What follows belongs to an exercise in optimizing a design on an open flow for small area and a short achievable clock period; a production flow would make more cautious choices. The RTL was checked by simulation tests, not by an equivalence proof against the original design.

--- design.v ---
module rca #(parameter W = 16) (
  input  [W-1:0] a, b,
  input          ci,
  output [W-1:0] s
);
  wire [W:0] c;
  assign c[0] = ci;
  genvar j;
  generate
    for (j = 0; j < W; j = j + 1) begin : b_
      assign s[j] = a[j] ^ b[j] ^ c[j];
      assign c[j+1] = (a[j] & b[j]) | (c[j] & (a[j] ^ b[j]));
    end
  endgenerate
endmodule
module cstage #(parameter I = 0) (
  input  [15:0] x, w,
  input         d,
  output [15:0] xn, wn
);
  wire [14:0] nm = w[14:0] ^ {15{~w[15]}};    
  wire [31:0] xe = {{16{x[15]}}, x};
  wire [31:0] ne = {17'h1ffff, nm};
  wire [15:0] xs = xe[15+I:I];                 
  wire [15:0] ns = ne[15+I:I];                 
  rca #(16) ax (.a(x), .b(~ns), .ci(d), .s(xn));             
  rca #(16) aw (.a({1'b1, nm}), .b(xs), .ci(1'b0), .s(wn));  
endmodule
module cstage_late #(parameter I = 12) (
  input  [15:0] x, w,
  input         d,
  output [15:0] xn, wn
);
  localparam L = 16 - I;   
  wire [14:0] nm = w[14:0] ^ {15{~w[15]}};
  wire [14:0] m = ~nm;
  wire [L-1:0] xl = {1'b0, x[L-2:0]} + {1'b0, m[14:I]} + {{(L-1){1'b0}}, d};
  wire cx = xl[L-1];
  wire [I:0] xu = x[15:L-1];
  wire [I:0] fx;
  wire [L:0] wl = {1'b0, nm[L-1:0]} + {1'b0, x[15:I]};
  wire e = x[15];
  wire [15-L:0] wu = {1'b1, nm[14:L]};
  wire inc = wl[L] & ~e;
  wire dec = ~wl[L] & e;
  wire [15-L:0] fw;
  genvar j;
  generate
    for (j = 0; j <= I; j = j + 1) begin : g
      if (j == 0) begin : z
        assign fx[j] = cx;
      end else begin : o
        assign fx[j] = cx & (&xu[j-1:0]);
      end
    end
    for (j = 0; j <= 15 - L; j = j + 1) begin : f
      if (j == 0) begin : z
        assign fw[j] = inc | dec;
      end else begin : o
        assign fw[j] = (inc & (&wu[j-1:0])) | (dec & ~(|wu[j-1:0]));
      end
    end
  endgenerate
  assign xn = {xu ^ fx, xl[L-2:0]};
  assign wn = {wu ^ fw, wl[L-1:0]};
endmodule
module cordic_vec(clk,a0,b0,r,ang);
  input signed [15:0] a0,b0;
  input clk;
  output signed [15:0] r,ang;
  reg [15:0] x0r, w0r;
  always @(posedge clk) begin
    x0r <= a0;
    w0r <= b0;
  end
  genvar k;
  generate
    for (k = 1; k <= 12; k = k + 1) begin : st
      wire [15:0] xi, wi, xo, wo;
      wire di;                
      wire [k-1:0] dhi;
      reg [15:0] x, w;
      reg [k-1:0] dh;
      if (k == 1) begin : f
        assign xi = x0r;
        assign wi = w0r;
        assign di = w0r[15];
        assign dhi = di;
      end else begin : n
        assign xi = st[k-1].x;
        assign wi = st[k-1].w;
        assign di = st[k-1].dh[k-2] ^ ~st[k-1].w[15];
        assign dhi = {di, st[k-1].dh};
      end
      cstage #(k-1) cs (.x(xi), .w(wi), .d(di), .xn(xo), .wn(wo));
      always @(posedge clk) begin
        x <= xo;
        w <= wo;
        dh <= dhi;
      end
    end
  endgenerate
  wire d12 = st[12].dh[11] ^ ~st[12].w[15];
  wire [15:0] x13, w13, x14, w14;
  cstage_late #(12) ca (.x(st[12].x), .w(st[12].w), .d(d12), .xn(x13), .wn(w13));
  wire d13 = d12 ^ ~w13[15];
  cstage_late #(13) cb (.x(x13), .w(w13), .d(d13), .xn(x14), .wn(w14));
  reg [15:0] x14r, w14r;
  reg [13:0] dh14r;
  always @(posedge clk) begin
    x14r <= x14;
    w14r <= w14;
    dh14r <= {d13, d12, st[12].dh};
  end
  wire d14 = dh14r[13] ^ ~w14r[15];
  wire [15:0] x15, w15;
  cstage_late #(14) cc (.x(x14r), .w(w14r), .d(d14), .xn(x15), .wn(w15));
  wire d15 = d14 ^ ~w15[15];
  wire [15:0] x16 = x15 + {15'd0, d15};
  wire neg = x16[15];
  reg [14:0] ur;
  reg negr;
  reg [15:0] dr;
  always @(posedge clk) begin
    ur <= x16[14:0] ^ {15{neg}};
    negr <= neg;
    dr <= {d15, d14, dh14r};
  end
  wire sc_1 = ur[12] ^ ~ur[10] ^ ~ur[8];
  wire sc_2 = (ur[12] & ~ur[10]) | (ur[12] & ~ur[8]) | (~ur[10] & ~ur[8]);
  wire sc_3 = ur[13] ^ ~ur[11] ^ ~ur[9];
  wire sc_4 = (ur[13] & ~ur[11]) | (ur[13] & ~ur[9]) | (~ur[11] & ~ur[9]);
  wire sc_5 = ur[7] ^ ur[4];
  wire sc_6 = ur[7] & ur[4];
  wire sc_7 = ur[14] ^ ~ur[12] ^ ~ur[10];
  wire sc_8 = (ur[14] & ~ur[12]) | (ur[14] & ~ur[10]) | (~ur[12] & ~ur[10]);
  wire sc_9 = ur[8] ^ ur[5] ^ ~ur[2];
  wire sc_10 = (ur[8] & ur[5]) | (ur[8] & ~ur[2]) | (ur[5] & ~ur[2]);
  wire sc_11 = ~ur[13] ^ ~ur[11] ^ ur[9];
  wire sc_12 = (~ur[13] & ~ur[11]) | (~ur[13] & ur[9]) | (~ur[11] & ur[9]);
  wire sc_13 = ur[6] ^ ~ur[3];
  wire sc_14 = ur[6] & ~ur[3];
  wire sc_15 = ~ur[14] ^ ~ur[12] ^ ur[10];
  wire sc_16 = (~ur[14] & ~ur[12]) | (~ur[14] & ur[10]) | (~ur[12] & ur[10]);
  wire sc_17 = ur[7] ^ ~ur[4];
  wire sc_18 = ur[7] & ~ur[4];
  wire sc_19 = ~ur[13] ^ ur[11] ^ ur[8];
  wire sc_20 = (~ur[13] & ur[11]) | (~ur[13] & ur[8]) | (ur[11] & ur[8]);
  wire sc_21 = ~ur[14] ^ ur[12] ^ ur[9];
  wire sc_22 = (~ur[14] & ur[12]) | (~ur[14] & ur[9]) | (ur[12] & ur[9]);
  wire sc_23 = ur[13] ^ ur[10] ^ ~ur[7];
  wire sc_24 = (ur[13] & ur[10]) | (ur[13] & ~ur[7]) | (ur[10] & ~ur[7]);
  wire sc_25 = ur[14] ^ ur[11] ^ ~ur[8];
  wire sc_26 = (ur[14] & ur[11]) | (ur[14] & ~ur[8]) | (ur[11] & ~ur[8]);
  wire sc_27 = ur[12] ^ ~ur[9];
  wire sc_28 = ur[12] & ~ur[9];
  wire sc_29 = ur[13] ^ ~ur[10] ^ ~ur[8];
  wire sc_30 = (ur[13] & ~ur[10]) | (ur[13] & ~ur[8]) | (~ur[10] & ~ur[8]);
  wire sc_31 = ~ur[5] ^ ur[2];
  wire sc_32 = ~ur[5] & ur[2];
  wire sc_33 = ur[14] ^ ~ur[11] ^ ~ur[9];
  wire sc_34 = (ur[14] & ~ur[11]) | (ur[14] & ~ur[9]) | (~ur[11] & ~ur[9]);
  wire sc_35 = ~ur[6] ^ ur[3] ^ ur[1];
  wire sc_36 = (~ur[6] & ur[3]) | (~ur[6] & ur[1]) | (ur[3] & ur[1]);
  wire sc_37 = ~ur[12] ^ ~ur[10] ^ ~ur[7];
  wire sc_38 = (~ur[12] & ~ur[10]) | (~ur[12] & ~ur[7]) | (~ur[10] & ~ur[7]);
  wire sc_39 = ur[4] ^ ur[2];
  wire sc_40 = ur[4] & ur[2];
  wire sc_41 = ~ur[13] ^ ~ur[11] ^ ~ur[8];
  wire sc_42 = (~ur[13] & ~ur[11]) | (~ur[13] & ~ur[8]) | (~ur[11] & ~ur[8]);
  wire sc_43 = ur[5] ^ ur[3];
  wire sc_44 = ur[5] & ur[3];
  wire sc_45 = ~ur[14] ^ ~ur[12] ^ ~ur[9];
  wire sc_46 = (~ur[14] & ~ur[12]) | (~ur[14] & ~ur[9]) | (~ur[12] & ~ur[9]);
  wire sc_47 = ur[6] ^ ur[4];
  wire sc_48 = ur[6] & ur[4];
  wire sc_49 = ~ur[13] ^ ~ur[10];
  wire sc_50 = ~ur[13] & ~ur[10];
  wire sc_51 = ~ur[14] ^ ~ur[11];
  wire sc_52 = ~ur[14] & ~ur[11];
  wire sc_53 = ur[11] ^ ~ur[9] ^ ~ur[7];
  wire sc_54 = (ur[11] & ~ur[9]) | (ur[11] & ~ur[7]) | (~ur[9] & ~ur[7]);
  wire sc_55 = sc_1 ^ ur[6] ^ ur[3];
  wire sc_56 = (sc_1 & ur[6]) | (sc_1 & ur[3]) | (ur[6] & ur[3]);
  wire sc_57 = ~ur[0] ^ negr;
  wire sc_58 = ~ur[0] & negr;
  wire sc_59 = sc_2 ^ sc_3 ^ sc_5;
  wire sc_60 = (sc_2 & sc_3) | (sc_2 & sc_5) | (sc_3 & sc_5);
  wire sc_61 = ~ur[1] ^ negr ^ 1'b1;
  wire sc_62 = (~ur[1] & negr) | (~ur[1] & 1'b1) | (negr & 1'b1);
  wire sc_63 = sc_4 ^ sc_6 ^ sc_7;
  wire sc_64 = (sc_4 & sc_6) | (sc_4 & sc_7) | (sc_6 & sc_7);
  wire sc_65 = sc_9 ^ ~ur[0] ^ 1'b1;
  wire sc_66 = (sc_9 & ~ur[0]) | (sc_9 & 1'b1) | (~ur[0] & 1'b1);
  wire sc_67 = sc_8 ^ sc_10 ^ sc_11;
  wire sc_68 = (sc_8 & sc_10) | (sc_8 & sc_11) | (sc_10 & sc_11);
  wire sc_69 = sc_13 ^ ~ur[1] ^ negr;
  wire sc_70 = (sc_13 & ~ur[1]) | (sc_13 & negr) | (~ur[1] & negr);
  wire sc_71 = sc_12 ^ sc_14 ^ sc_15;
  wire sc_72 = (sc_12 & sc_14) | (sc_12 & sc_15) | (sc_14 & sc_15);
  wire sc_73 = sc_17 ^ ~ur[2] ^ negr;
  wire sc_74 = (sc_17 & ~ur[2]) | (sc_17 & negr) | (~ur[2] & negr);
  wire sc_75 = sc_16 ^ sc_18 ^ sc_19;
  wire sc_76 = (sc_16 & sc_18) | (sc_16 & sc_19) | (sc_18 & sc_19);
  wire sc_77 = ~ur[5] ^ ~ur[3] ^ ~ur[0];
  wire sc_78 = (~ur[5] & ~ur[3]) | (~ur[5] & ~ur[0]) | (~ur[3] & ~ur[0]);
  wire sc_79 = sc_20 ^ sc_21 ^ ~ur[6];
  wire sc_80 = (sc_20 & sc_21) | (sc_20 & ~ur[6]) | (sc_21 & ~ur[6]);
  wire sc_81 = ~ur[4] ^ ~ur[1] ^ negr;
  wire sc_82 = (~ur[4] & ~ur[1]) | (~ur[4] & negr) | (~ur[1] & negr);
  wire sc_83 = sc_22 ^ sc_23 ^ ~ur[5];
  wire sc_84 = (sc_22 & sc_23) | (sc_22 & ~ur[5]) | (sc_23 & ~ur[5]);
  wire sc_85 = ~ur[2] ^ negr ^ 1'b1;
  wire sc_86 = (~ur[2] & negr) | (~ur[2] & 1'b1) | (negr & 1'b1);
  wire sc_87 = sc_24 ^ sc_25 ^ ~ur[6];
  wire sc_88 = (sc_24 & sc_25) | (sc_24 & ~ur[6]) | (sc_25 & ~ur[6]);
  wire sc_89 = ~ur[3] ^ ur[0] ^ 1'b1;
  wire sc_90 = (~ur[3] & ur[0]) | (~ur[3] & 1'b1) | (ur[0] & 1'b1);
  wire sc_91 = sc_26 ^ sc_27 ^ ~ur[7];
  wire sc_92 = (sc_26 & sc_27) | (sc_26 & ~ur[7]) | (sc_27 & ~ur[7]);
  wire sc_93 = ~ur[4] ^ ur[1] ^ 1'b1;
  wire sc_94 = (~ur[4] & ur[1]) | (~ur[4] & 1'b1) | (ur[1] & 1'b1);
  wire sc_95 = sc_28 ^ sc_29 ^ sc_31;
  wire sc_96 = (sc_28 & sc_29) | (sc_28 & sc_31) | (sc_29 & sc_31);
  wire sc_97 = ur[0] ^ negr ^ 1'b1;
  wire sc_98 = (ur[0] & negr) | (ur[0] & 1'b1) | (negr & 1'b1);
  wire sc_99 = sc_30 ^ sc_32 ^ sc_33;
  wire sc_100 = (sc_30 & sc_32) | (sc_30 & sc_33) | (sc_32 & sc_33);
  wire sc_101 = sc_35 ^ negr ^ 1'b1;
  wire sc_102 = (sc_35 & negr) | (sc_35 & 1'b1) | (negr & 1'b1);
  wire sc_103 = sc_34 ^ sc_36 ^ sc_37;
  wire sc_104 = (sc_34 & sc_36) | (sc_34 & sc_37) | (sc_36 & sc_37);
  wire sc_105 = sc_39 ^ negr ^ 1'b1;
  wire sc_106 = (sc_39 & negr) | (sc_39 & 1'b1) | (negr & 1'b1);
  wire sc_107 = sc_38 ^ sc_40 ^ sc_41;
  wire sc_108 = (sc_38 & sc_40) | (sc_38 & sc_41) | (sc_40 & sc_41);
  wire sc_109 = sc_43 ^ negr ^ 1'b1;
  wire sc_110 = (sc_43 & negr) | (sc_43 & 1'b1) | (negr & 1'b1);
  wire sc_111 = sc_42 ^ sc_44 ^ sc_45;
  wire sc_112 = (sc_42 & sc_44) | (sc_42 & sc_45) | (sc_44 & sc_45);
  wire sc_113 = sc_47 ^ negr ^ 1'b1;
  wire sc_114 = (sc_47 & negr) | (sc_47 & 1'b1) | (negr & 1'b1);
  wire sc_115 = sc_46 ^ sc_48 ^ sc_49;
  wire sc_116 = (sc_46 & sc_48) | (sc_46 & sc_49) | (sc_48 & sc_49);
  wire sc_117 = ur[7] ^ ur[5] ^ negr;
  wire sc_118 = (ur[7] & ur[5]) | (ur[7] & negr) | (ur[5] & negr);
  wire sc_119 = sc_50 ^ sc_51 ^ ur[8];
  wire sc_120 = (sc_50 & sc_51) | (sc_50 & ur[8]) | (sc_51 & ur[8]);
  wire sc_121 = ur[6] ^ negr ^ 1'b1;
  wire sc_122 = (ur[6] & negr) | (ur[6] & 1'b1) | (negr & 1'b1);
  wire sc_123 = sc_52 ^ ~ur[12] ^ ur[9];
  wire sc_124 = (sc_52 & ~ur[12]) | (sc_52 & ur[9]) | (~ur[12] & ur[9]);
  wire sc_125 = ur[7] ^ negr;
  wire sc_126 = ur[7] & negr;
  wire sc_127 = ~ur[13] ^ ur[10] ^ ur[8];
  wire sc_128 = (~ur[13] & ur[10]) | (~ur[13] & ur[8]) | (ur[10] & ur[8]);
  wire sc_129 = negr ^ 1'b1;
  wire sc_130 = negr & 1'b1;
  wire sc_131 = ~ur[14] ^ ur[11] ^ ur[9];
  wire sc_132 = (~ur[14] & ur[11]) | (~ur[14] & ur[9]) | (ur[11] & ur[9]);
  wire sc_133 = negr ^ 1'b1;
  wire sc_134 = negr & 1'b1;
  wire sc_135 = ur[12] ^ ur[10];
  wire sc_136 = ur[12] & ur[10];
  wire sc_137 = ur[13] ^ ur[11];
  wire sc_138 = ur[13] & ur[11];
  wire sc_139 = ur[14] ^ ur[12];
  wire sc_140 = ur[14] & ur[12];
  wire sc_141 = sc_53 ^ ur[5];
  wire sc_142 = sc_53 & ur[5];
  wire sc_143 = sc_54 ^ sc_55 ^ sc_57;
  wire sc_144 = (sc_54 & sc_55) | (sc_54 & sc_57) | (sc_55 & sc_57);
  wire sc_145 = sc_56 ^ sc_58 ^ sc_59;
  wire sc_146 = (sc_56 & sc_58) | (sc_56 & sc_59) | (sc_58 & sc_59);
  wire sc_147 = sc_60 ^ sc_62 ^ sc_63;
  wire sc_148 = (sc_60 & sc_62) | (sc_60 & sc_63) | (sc_62 & sc_63);
  wire sc_149 = sc_64 ^ sc_66 ^ sc_67;
  wire sc_150 = (sc_64 & sc_66) | (sc_64 & sc_67) | (sc_66 & sc_67);
  wire sc_151 = sc_68 ^ sc_70 ^ sc_71;
  wire sc_152 = (sc_68 & sc_70) | (sc_68 & sc_71) | (sc_70 & sc_71);
  wire sc_153 = sc_72 ^ sc_74 ^ sc_75;
  wire sc_154 = (sc_72 & sc_74) | (sc_72 & sc_75) | (sc_74 & sc_75);
  wire sc_155 = sc_76 ^ sc_78 ^ sc_79;
  wire sc_156 = (sc_76 & sc_78) | (sc_76 & sc_79) | (sc_78 & sc_79);
  wire sc_157 = sc_80 ^ sc_82 ^ sc_83;
  wire sc_158 = (sc_80 & sc_82) | (sc_80 & sc_83) | (sc_82 & sc_83);
  wire sc_159 = sc_84 ^ sc_86 ^ sc_87;
  wire sc_160 = (sc_84 & sc_86) | (sc_84 & sc_87) | (sc_86 & sc_87);
  wire sc_161 = sc_88 ^ sc_90 ^ sc_91;
  wire sc_162 = (sc_88 & sc_90) | (sc_88 & sc_91) | (sc_90 & sc_91);
  wire sc_163 = sc_92 ^ sc_94 ^ sc_95;
  wire sc_164 = (sc_92 & sc_94) | (sc_92 & sc_95) | (sc_94 & sc_95);
  wire sc_165 = sc_96 ^ sc_98 ^ sc_99;
  wire sc_166 = (sc_96 & sc_98) | (sc_96 & sc_99) | (sc_98 & sc_99);
  wire sc_167 = sc_100 ^ sc_102 ^ sc_103;
  wire sc_168 = (sc_100 & sc_102) | (sc_100 & sc_103) | (sc_102 & sc_103);
  wire sc_169 = sc_104 ^ sc_106 ^ sc_107;
  wire sc_170 = (sc_104 & sc_106) | (sc_104 & sc_107) | (sc_106 & sc_107);
  wire sc_171 = sc_108 ^ sc_110 ^ sc_111;
  wire sc_172 = (sc_108 & sc_110) | (sc_108 & sc_111) | (sc_110 & sc_111);
  wire sc_173 = sc_112 ^ sc_114 ^ sc_115;
  wire sc_174 = (sc_112 & sc_114) | (sc_112 & sc_115) | (sc_114 & sc_115);
  wire sc_175 = sc_116 ^ sc_118 ^ sc_119;
  wire sc_176 = (sc_116 & sc_118) | (sc_116 & sc_119) | (sc_118 & sc_119);
  wire sc_177 = sc_120 ^ sc_122 ^ sc_123;
  wire sc_178 = (sc_120 & sc_122) | (sc_120 & sc_123) | (sc_122 & sc_123);
  wire sc_179 = sc_124 ^ sc_126 ^ sc_127;
  wire sc_180 = (sc_124 & sc_126) | (sc_124 & sc_127) | (sc_126 & sc_127);
  wire sc_181 = sc_128 ^ sc_130 ^ sc_131;
  wire sc_182 = (sc_128 & sc_130) | (sc_128 & sc_131) | (sc_130 & sc_131);
  wire sc_183 = sc_132 ^ sc_134 ^ sc_135;
  wire sc_184 = (sc_132 & sc_134) | (sc_132 & sc_135) | (sc_134 & sc_135);
  wire sc_185 = sc_136 ^ sc_137 ^ negr;
  wire sc_186 = (sc_136 & sc_137) | (sc_136 & negr) | (sc_137 & negr);
  wire sc_187 = sc_138 ^ sc_139 ^ negr;
  wire sc_188 = (sc_138 & sc_139) | (sc_138 & negr) | (sc_139 & negr);
  wire sc_189 = sc_140 ^ ur[13] ^ negr;
  wire sc_190 = (sc_140 & ur[13]) | (sc_140 & negr) | (ur[13] & negr);
  wire sc_191 = ur[14] ^ negr;
  wire sc_192 = ur[14] & negr;
  wire sc_193 = sc_141 ^ ur[2];
  wire sc_194 = sc_141 & ur[2];
  wire sc_195 = sc_142 ^ sc_143 ^ 1'b1;
  wire sc_196 = (sc_142 & sc_143) | (sc_142 & 1'b1) | (sc_143 & 1'b1);
  wire sc_197 = sc_144 ^ sc_145 ^ sc_61;
  wire sc_198 = (sc_144 & sc_145) | (sc_144 & sc_61) | (sc_145 & sc_61);
  wire sc_199 = sc_146 ^ sc_147 ^ sc_65;
  wire sc_200 = (sc_146 & sc_147) | (sc_146 & sc_65) | (sc_147 & sc_65);
  wire sc_201 = sc_148 ^ sc_149 ^ sc_69;
  wire sc_202 = (sc_148 & sc_149) | (sc_148 & sc_69) | (sc_149 & sc_69);
  wire sc_203 = sc_150 ^ sc_151 ^ sc_73;
  wire sc_204 = (sc_150 & sc_151) | (sc_150 & sc_73) | (sc_151 & sc_73);
  wire sc_205 = sc_152 ^ sc_153 ^ sc_77;
  wire sc_206 = (sc_152 & sc_153) | (sc_152 & sc_77) | (sc_153 & sc_77);
  wire sc_207 = sc_154 ^ sc_155 ^ sc_81;
  wire sc_208 = (sc_154 & sc_155) | (sc_154 & sc_81) | (sc_155 & sc_81);
  wire sc_209 = sc_156 ^ sc_157 ^ sc_85;
  wire sc_210 = (sc_156 & sc_157) | (sc_156 & sc_85) | (sc_157 & sc_85);
  wire sc_211 = sc_158 ^ sc_159 ^ sc_89;
  wire sc_212 = (sc_158 & sc_159) | (sc_158 & sc_89) | (sc_159 & sc_89);
  wire sc_213 = sc_160 ^ sc_161 ^ sc_93;
  wire sc_214 = (sc_160 & sc_161) | (sc_160 & sc_93) | (sc_161 & sc_93);
  wire sc_215 = sc_162 ^ sc_163 ^ sc_97;
  wire sc_216 = (sc_162 & sc_163) | (sc_162 & sc_97) | (sc_163 & sc_97);
  wire sc_217 = sc_164 ^ sc_165 ^ sc_101;
  wire sc_218 = (sc_164 & sc_165) | (sc_164 & sc_101) | (sc_165 & sc_101);
  wire sc_219 = sc_166 ^ sc_167 ^ sc_105;
  wire sc_220 = (sc_166 & sc_167) | (sc_166 & sc_105) | (sc_167 & sc_105);
  wire sc_221 = sc_168 ^ sc_169 ^ sc_109;
  wire sc_222 = (sc_168 & sc_169) | (sc_168 & sc_109) | (sc_169 & sc_109);
  wire sc_223 = sc_170 ^ sc_171 ^ sc_113;
  wire sc_224 = (sc_170 & sc_171) | (sc_170 & sc_113) | (sc_171 & sc_113);
  wire sc_225 = sc_172 ^ sc_173 ^ sc_117;
  wire sc_226 = (sc_172 & sc_173) | (sc_172 & sc_117) | (sc_173 & sc_117);
  wire sc_227 = sc_174 ^ sc_175 ^ sc_121;
  wire sc_228 = (sc_174 & sc_175) | (sc_174 & sc_121) | (sc_175 & sc_121);
  wire sc_229 = sc_176 ^ sc_177 ^ sc_125;
  wire sc_230 = (sc_176 & sc_177) | (sc_176 & sc_125) | (sc_177 & sc_125);
  wire sc_231 = sc_178 ^ sc_179 ^ sc_129;
  wire sc_232 = (sc_178 & sc_179) | (sc_178 & sc_129) | (sc_179 & sc_129);
  wire sc_233 = sc_180 ^ sc_181 ^ sc_133;
  wire sc_234 = (sc_180 & sc_181) | (sc_180 & sc_133) | (sc_181 & sc_133);
  wire sc_235 = sc_182 ^ sc_183 ^ negr;
  wire sc_236 = (sc_182 & sc_183) | (sc_182 & negr) | (sc_183 & negr);
  wire sc_237 = sc_184 ^ sc_185 ^ 1'b1;
  wire sc_238 = (sc_184 & sc_185) | (sc_184 & 1'b1) | (sc_185 & 1'b1);
  wire sc_239 = sc_186 ^ sc_187 ^ 1'b1;
  wire sc_240 = (sc_186 & sc_187) | (sc_186 & 1'b1) | (sc_187 & 1'b1);
  wire sc_241 = sc_188 ^ sc_189 ^ 1'b1;
  wire sc_242 = (sc_188 & sc_189) | (sc_188 & 1'b1) | (sc_189 & 1'b1);
  wire sc_243 = sc_190 ^ sc_191 ^ 1'b1;
  wire sc_244 = (sc_190 & sc_191) | (sc_190 & 1'b1) | (sc_191 & 1'b1);
  wire sc_245 = sc_192 ^ negr ^ 1'b1;
  wire sc_246 = (sc_192 & negr) | (sc_192 & 1'b1) | (negr & 1'b1);
  wire sc_247 = negr ^ 1'b1;
  wire sc_248 = negr & 1'b1;
  wire [38:0] sc_249 = {sc_246, sc_244, sc_242, sc_240, sc_238, sc_236, sc_234, sc_232, sc_230, sc_228, sc_226, sc_224, sc_222, sc_220, sc_218, sc_216, sc_214, sc_212, sc_210, sc_208, sc_206, sc_204, sc_202, sc_200, sc_198, sc_196, sc_194, sc_193, 1'b0, 1'b1, 1'b1, 1'b1, 1'b1, 1'b1, 1'b1, 1'b1, 1'b1, 1'b1, 1'b1};
  wire [38:0] sc_250 = {sc_247, sc_245, sc_243, sc_241, sc_239, sc_237, sc_235, sc_233, sc_231, sc_229, sc_227, sc_225, sc_223, sc_221, sc_219, sc_217, sc_215, sc_213, sc_211, sc_209, sc_207, sc_205, sc_203, sc_201, sc_199, sc_197, sc_195, negr, 1'b0, 1'b0, 1'b0, 1'b0, 1'b0, 1'b0, 1'b0, 1'b0, 1'b0, 1'b0, 1'b0};
  wire [38:0] sc_251 = sc_249 + sc_250;
  wire zs_1 = ~dr[0] ^ ~dr[1];
  wire zs_2 = ~dr[0] & ~dr[1];
  wire zs_3 = dr[6] ^ ~dr[12];
  wire zs_4 = dr[6] & ~dr[12];
  wire zs_5 = ~dr[1] ^ ~dr[3];
  wire zs_6 = ~dr[1] & ~dr[3];
  wire zs_7 = dr[4] ^ dr[11];
  wire zs_8 = dr[4] & dr[11];
  wire zs_9 = zs_1 ^ dr[2] ^ dr[3];
  wire zs_10 = (zs_1 & dr[2]) | (zs_1 & dr[3]) | (dr[2] & dr[3]);
  wire zs_11 = dr[10] ^ ~dr[13];
  wire zs_12 = dr[10] & ~dr[13];
  wire zs_13 = zs_2 ^ dr[9];
  wire zs_14 = zs_2 & dr[9];
  wire zs_15 = dr[2] ^ dr[3];
  wire zs_16 = dr[2] & dr[3];
  wire zs_17 = dr[0] ^ dr[1];
  wire zs_18 = dr[0] & dr[1];
  wire zs_19 = zs_3 ^ dr[13];
  wire zs_20 = zs_3 & dr[13];
  wire zs_21 = zs_4 ^ zs_5 ^ dr[5];
  wire zs_22 = (zs_4 & zs_5) | (zs_4 & dr[5]) | (zs_5 & dr[5]);
  wire zs_23 = zs_6 ^ zs_7 ^ dr[12];
  wire zs_24 = (zs_6 & zs_7) | (zs_6 & dr[12]) | (zs_7 & dr[12]);
  wire zs_25 = zs_8 ^ zs_9 ^ zs_11;
  wire zs_26 = (zs_8 & zs_9) | (zs_8 & zs_11) | (zs_9 & zs_11);
  wire zs_27 = zs_10 ^ zs_12 ^ zs_13;
  wire zs_28 = (zs_10 & zs_12) | (zs_10 & zs_13) | (zs_12 & zs_13);
  wire zs_29 = zs_14 ^ zs_15 ^ dr[8];
  wire zs_30 = (zs_14 & zs_15) | (zs_14 & dr[8]) | (zs_15 & dr[8]);
  wire zs_31 = zs_16 ^ zs_17 ^ dr[7];
  wire zs_32 = (zs_16 & zs_17) | (zs_16 & dr[7]) | (zs_17 & dr[7]);
  wire zs_33 = zs_18 ^ dr[6];
  wire zs_34 = zs_18 & dr[6];
  wire zs_35 = dr[2] ^ dr[5] ^ ~dr[8];
  wire zs_36 = (dr[2] & dr[5]) | (dr[2] & ~dr[8]) | (dr[5] & ~dr[8]);
  wire zs_37 = dr[4] ^ ~dr[7];
  wire zs_38 = dr[4] & ~dr[7];
  wire zs_39 = ~dr[1] ^ dr[2];
  wire zs_40 = ~dr[1] & dr[2];
  wire zs_41 = dr[0] ^ ~dr[4];
  wire zs_42 = dr[0] & ~dr[4];
  wire zs_43 = dr[1] ^ ~dr[3];
  wire zs_44 = dr[1] & ~dr[3];
  wire zs_45 = zs_19 ^ dr[14];
  wire zs_46 = zs_19 & dr[14];
  wire zs_47 = zs_20 ^ zs_21 ^ 1'b1;
  wire zs_48 = (zs_20 & zs_21) | (zs_20 & 1'b1) | (zs_21 & 1'b1);
  wire zs_49 = zs_22 ^ zs_23 ^ ~dr[14];
  wire zs_50 = (zs_22 & zs_23) | (zs_22 & ~dr[14]) | (zs_23 & ~dr[14]);
  wire zs_51 = zs_24 ^ zs_25 ^ 1'b1;
  wire zs_52 = (zs_24 & zs_25) | (zs_24 & 1'b1) | (zs_25 & 1'b1);
  wire zs_53 = zs_26 ^ zs_27 ^ ~dr[12];
  wire zs_54 = (zs_26 & zs_27) | (zs_26 & ~dr[12]) | (zs_27 & ~dr[12]);
  wire zs_55 = zs_28 ^ zs_29 ^ ~dr[11];
  wire zs_56 = (zs_28 & zs_29) | (zs_28 & ~dr[11]) | (zs_29 & ~dr[11]);
  wire zs_57 = zs_30 ^ zs_31 ^ ~dr[10];
  wire zs_58 = (zs_30 & zs_31) | (zs_30 & ~dr[10]) | (zs_31 & ~dr[10]);
  wire zs_59 = zs_32 ^ zs_33 ^ ~dr[9];
  wire zs_60 = (zs_32 & zs_33) | (zs_32 & ~dr[9]) | (zs_33 & ~dr[9]);
  wire zs_61 = zs_34 ^ zs_35 ^ 1'b1;
  wire zs_62 = (zs_34 & zs_35) | (zs_34 & 1'b1) | (zs_35 & 1'b1);
  wire zs_63 = zs_36 ^ zs_37 ^ 1'b1;
  wire zs_64 = (zs_36 & zs_37) | (zs_36 & 1'b1) | (zs_37 & 1'b1);
  wire zs_65 = zs_38 ^ dr[3] ^ ~dr[6];
  wire zs_66 = (zs_38 & dr[3]) | (zs_38 & ~dr[6]) | (dr[3] & ~dr[6]);
  wire zs_67 = zs_39 ^ ~dr[5] ^ 1'b1;
  wire zs_68 = (zs_39 & ~dr[5]) | (zs_39 & 1'b1) | (~dr[5] & 1'b1);
  wire zs_69 = zs_40 ^ zs_41 ^ 1'b1;
  wire zs_70 = (zs_40 & zs_41) | (zs_40 & 1'b1) | (zs_41 & 1'b1);
  wire zs_71 = zs_42 ^ zs_43 ^ 1'b1;
  wire zs_72 = (zs_42 & zs_43) | (zs_42 & 1'b1) | (zs_43 & 1'b1);
  wire zs_73 = zs_44 ^ dr[0] ^ ~dr[2];
  wire zs_74 = (zs_44 & dr[0]) | (zs_44 & ~dr[2]) | (dr[0] & ~dr[2]);
  wire [15:0] zs_75 = {zs_72, zs_70, zs_68, zs_66, zs_64, zs_62, zs_60, zs_58, zs_56, zs_54, zs_52, zs_50, zs_48, zs_46, zs_45, 1'b1};
  wire [15:0] zs_76 = {zs_73, zs_71, zs_69, zs_67, zs_65, zs_63, zs_61, zs_59, zs_57, zs_55, zs_53, zs_51, zs_49, zs_47, ~dr[15], 1'b0};
  wire [15:0] zs_77 = zs_75 + zs_76;
  reg [15:0] rr, angr;
  always @(posedge clk) begin
    rr <= sc_251[38:23] ^ {16{negr}};
    angr <= zs_77;
  end
  assign r = rr;
  assign ang = angr;
endmodule
--- run.sh ---
#!/bin/bash
# synth_recipe.tcl (not shown) runs the flow's synth.tcl, then flattens the netlist and writes it again
# the make line also repeats each setting of config.mk as NAME=value (left out here)
make -C /OpenROAD-flow-scripts/flow DESIGN_CONFIG=/design/flow/config.mk WORK_HOME=/design/flow/orfs CLKGATE_MAP_FILE= SYNTH_SCRIPT=/design/flow/synth_recipe.tcl finish
--- config.mk ---
export PLATFORM = sky130hd
export DESIGN_NAME = cordic_vec
export DESIGN_NICKNAME = cordic_vec
export VERILOG_FILES = /design/flow/design.v
export SDC_FILE = /design/flow/constraint.sdc
export NUM_CORES = 4
export LEC_CHECK = 0
export CAP_MARGIN = 20
export CORE_MARGIN = 2
export CORE_UTILIZATION = 40
export SLEW_MARGIN = 20
--- constraint.sdc ---
create_clock -name core_clock -period 32.0 [get_ports {clk}]
set_input_delay 6.4000 -clock core_clock [delete_from_list [all_inputs] [get_ports {clk}]]
set_output_delay 6.4000 -clock core_clock [all_outputs]
set_load 0.01 [all_outputs]
==> notes.md <==
## area by class of cell
cell class                      instances  area, um2
Multi-Input combinational cell       1283      15540
Inverter                              562       2110
Tap cell                              969       1212
Fill cell                            6707      40250
Clock buffer                           99       1948
Clock inverter                         24      366.6
Timing Repair Buffer                   71      690.7
Sequential cell                       603      12070
## flip-flops by register name (all words and copies together) (netlist names)
signal / flops
negr: 1
x0r: 16
x14r: 16
ur: 15
st.dh: 78
st.x: 192
angr: 15
w0r: 16
dh14r: 14
dr: 16
rr: 16
w14r: 16
st.w: 192
## final timing paths
check | start | endpoint | slack, ns | cells past startpoint
worst min-delay path | dh14r[12]$_DFF_P_ | dr[12]$_DFF_P_ | 0.30 | 0
worst min register to register | dh14r[12]$_DFF_P_ | dr[12]$_DFF_P_ | 0.30 | 0
worst max-delay path | angr[5]$_DFF_P_ | ang[5] | 24.14 | 1
worst max register to register | w0r[15]$_DFF_P_ | st[1].w[15]$_DFF_P_ | 24.44 | 18
## layout by cell type, fill, tap and decap left out, types with 4 or more instances in the layout
master	Yosys	routed
nor2_1	32	32
buf_4	6	8
clkbuf_1	28	18
o22ai_1	5	5
nand3_1	21	21
nor3_1	12	12
and3_1	12	12
or2_2	7	7
nand4_1	17	17
and2_1	5	5
o22a_1	4	4
inv_1	562	562
o21ai_0	25	25
ha_1	201	201
a21o_1	17	17
nand2b_1	7	7
clkdlybuf4s50_1	0	63
nand2_1	39	39
fa_1	388	388
clkinv_16	0	5
or3_1	7	7
nor2b_1	10	10
xor2_1	221	221
a21oi_1	36	36
xnor2_1	128	128
dfxtp_1	603	602
nor4_1	7	7
clkbuf_16	0	68
clkinv_2	0	4
mux2i_1	5	5
clkbuf_8	0	13
## layer usage
| layer | wire [um] | vias up | share of wire, % |
|---|---|---|---|
| li1 | - | 7677 | - |
| met1 | 19650 | 7623 | 42 |
| met2 | 24250 | 175 | 52 |
| met3 | 1444 | 87 | 3.1 |
| met4 | 1163 | 0 | 2.5 |
| met5 | 0 | - | 0 |
## logic make-up after synthesis
group | after synthesis
buffers and inverters | 604
flip-flops | 603
adder cells (fa/ha/maj) | 591
XOR/XNOR | 352
AND/OR/NAND/NOR | 198
AO/OA/AOI/OAI | 133
multiplexers | 8
other | 1
==> impl_results.md <==
* Status: timing/DRC/antenna clean
* Max Clock Skew at 0.03436 ns
* Crit path cell chain: clkdlybuf4s50_1
* Resize count post-CTS at 0
* DP Worst Slack at 24.37 ns
* Synth Area in XOR/XNOR at 10.38%
* CP Buf/Inv Count at 1
* Gpl congestion at 0.8299
* Clk buf depth at 3
* Post-Syn Instances at 2490
* Worst setup path category: register to output port
* Initial DRC Count at 500
* Remaining global-route overflow at 0
* Non-filler instance count after layout at 3611
* Port bufs at 63
* H-Tree Depth at 3
* Critical path endpoint category: output port
* Placed insts at 3488
* Post-synth EDFFs at 0
* # hold bufs at CTS at 0
* Die Ht at 277.5 um
* Fin. max-slew vios at 0
* Met2 GRT Util at 23.16%
* CP max FO at 1
* Final #Nets at 3211
* Antenna diodes at 0
* Worst Hold Class: register to register
* Yosys warns at 1
* Compound-Gate Fraction of Synth Area at 3.153%
* Top Family by Delay on Critical Path: buffers and inverters
* Critical Path Source Type: register
* Fin. Hold Viols at 0
* Met3 GRT Util at 2.485%
* Setup Fix Bufs, Post-CTS at 0
* WL per Instance at 12.88 um
* Finished Cell Area at 33940 um2
* Top post-synthesis cells by area: dfxtp_1 (40%), fa_1 (26%), ha_1 (8.4%)
* Initial Util at 40.33%
* Post-synthesis sequential area ratio at 40.34%
* Max frequency at 127.3 MHz
* RSZ-0062 raised after global routing: no
* First-pass GRT wire length at 81650 um
* Critical Path Max Stage Delay at 0.53 ns
* Arrival time worst endpoint at 1.46 ns
* Worst Path Required at 25.60 ns
* Post-synthesis register bit count at 603
* Count leader, synth: dfxtp_1
* Die area at 77020 um2
* Avg Inst Size Synth at 12.02 um2
* Least-Margin Pin Slew at 0.9333 ns
* Core region area at 74200 um2
* Primary FF master, synth: dfxtp_1
* Syn-to-layout area delta at 13.43%
* # rows at 100
* Synth Net Count at 3112
* Met1 Track Usage GR at 15.33%
* Pin count of the biggest net entering global routing at 42
* Distinct cells, synth at 79
* DP HPWL at 37710 um
* Maxcap violations at 0
* CTS Buf Count at 68
* Slew headroom at 37.69%
* Final period utilization at 24.56%
* TritonCTS clock tree: yes
* Share of the synthesized area in the top cell type at 40.34%
* CTS sink count at 603
* Adder-cell share of the synthesized area at 34.43%
* Routed Antenna Nets at 0
* GRT busiest layer: met2
* Synth top cells by count: dfxtp_1 (603), inv_1 (562), fa_1 (388)
* Largest family of logic cells by synthesized area: adder cells
* Routed wire length at 46510 um
* Vias per cell at 4.310
* DRC at 0
* Clk pin slew, worst setup/hold paths at 0.06 ns
* Pre-antenna DRT Iters at 5
* Post-DP Area at 31630 um2
* Top-Level Pins at 65
* Hold_ws at 0.3009 ns
* Share of cells above drive strength 1 at 5.526%
* Final count of negative-setup-slack endpoints at 0
* Die width at 277.5 um
* Synth Area in Simple Gates at 3.654%
* Setup TNS at 0 ns
* Antenna violations before repair at 0
* Mapped Area at 29920 um2
* Vias in the first global route at 17333
* Vias post-DR at 15562
* Min cycle time layout at 7.858 ns
* Final core utilization at 45.75%
* Ys async rst share at 0%
* Area leader, netlist: dfxtp_1
* Final WS setup at 24.14 ns
* Root Driver: clkbuf_16
* All-Layer GR Usage at 12.88%
* Worst skew pair latency at 0.62 ns
* Mux contribution to synthesized area at 0.3178%
* Slowest cell on the critical path: clkdlybuf4s50_1

[what the ideal ports hide]
How much do the figures lean on ideal ports? The routed layout below was timed once more, with nothing changed but the port constraints. Step 1, drivers: a clkbuf_16 drives clk and a buf_2 each remaining input, both assumed. Step 2 also shifts input and output timing later by t, the mid clock arrival at the registers, as if the neighbouring blocks saw the same clock. Three values: ideal ports, drivers, drivers and shift; two values: the first two.
t, ns: 0.659
slack for setup (ns): 24.142 / 24.078 / 24.437
hold slack, ns: 0.301 / 0.301 / 0.301
worst setup path at the end: register to register
clock arrival spread, ns: 0.049 / 0.049
After both steps setup and hold are still met in this run. For this run, drivers alone change the setup slack by -0.064 ns; drivers and shift together by +0.295 ns.
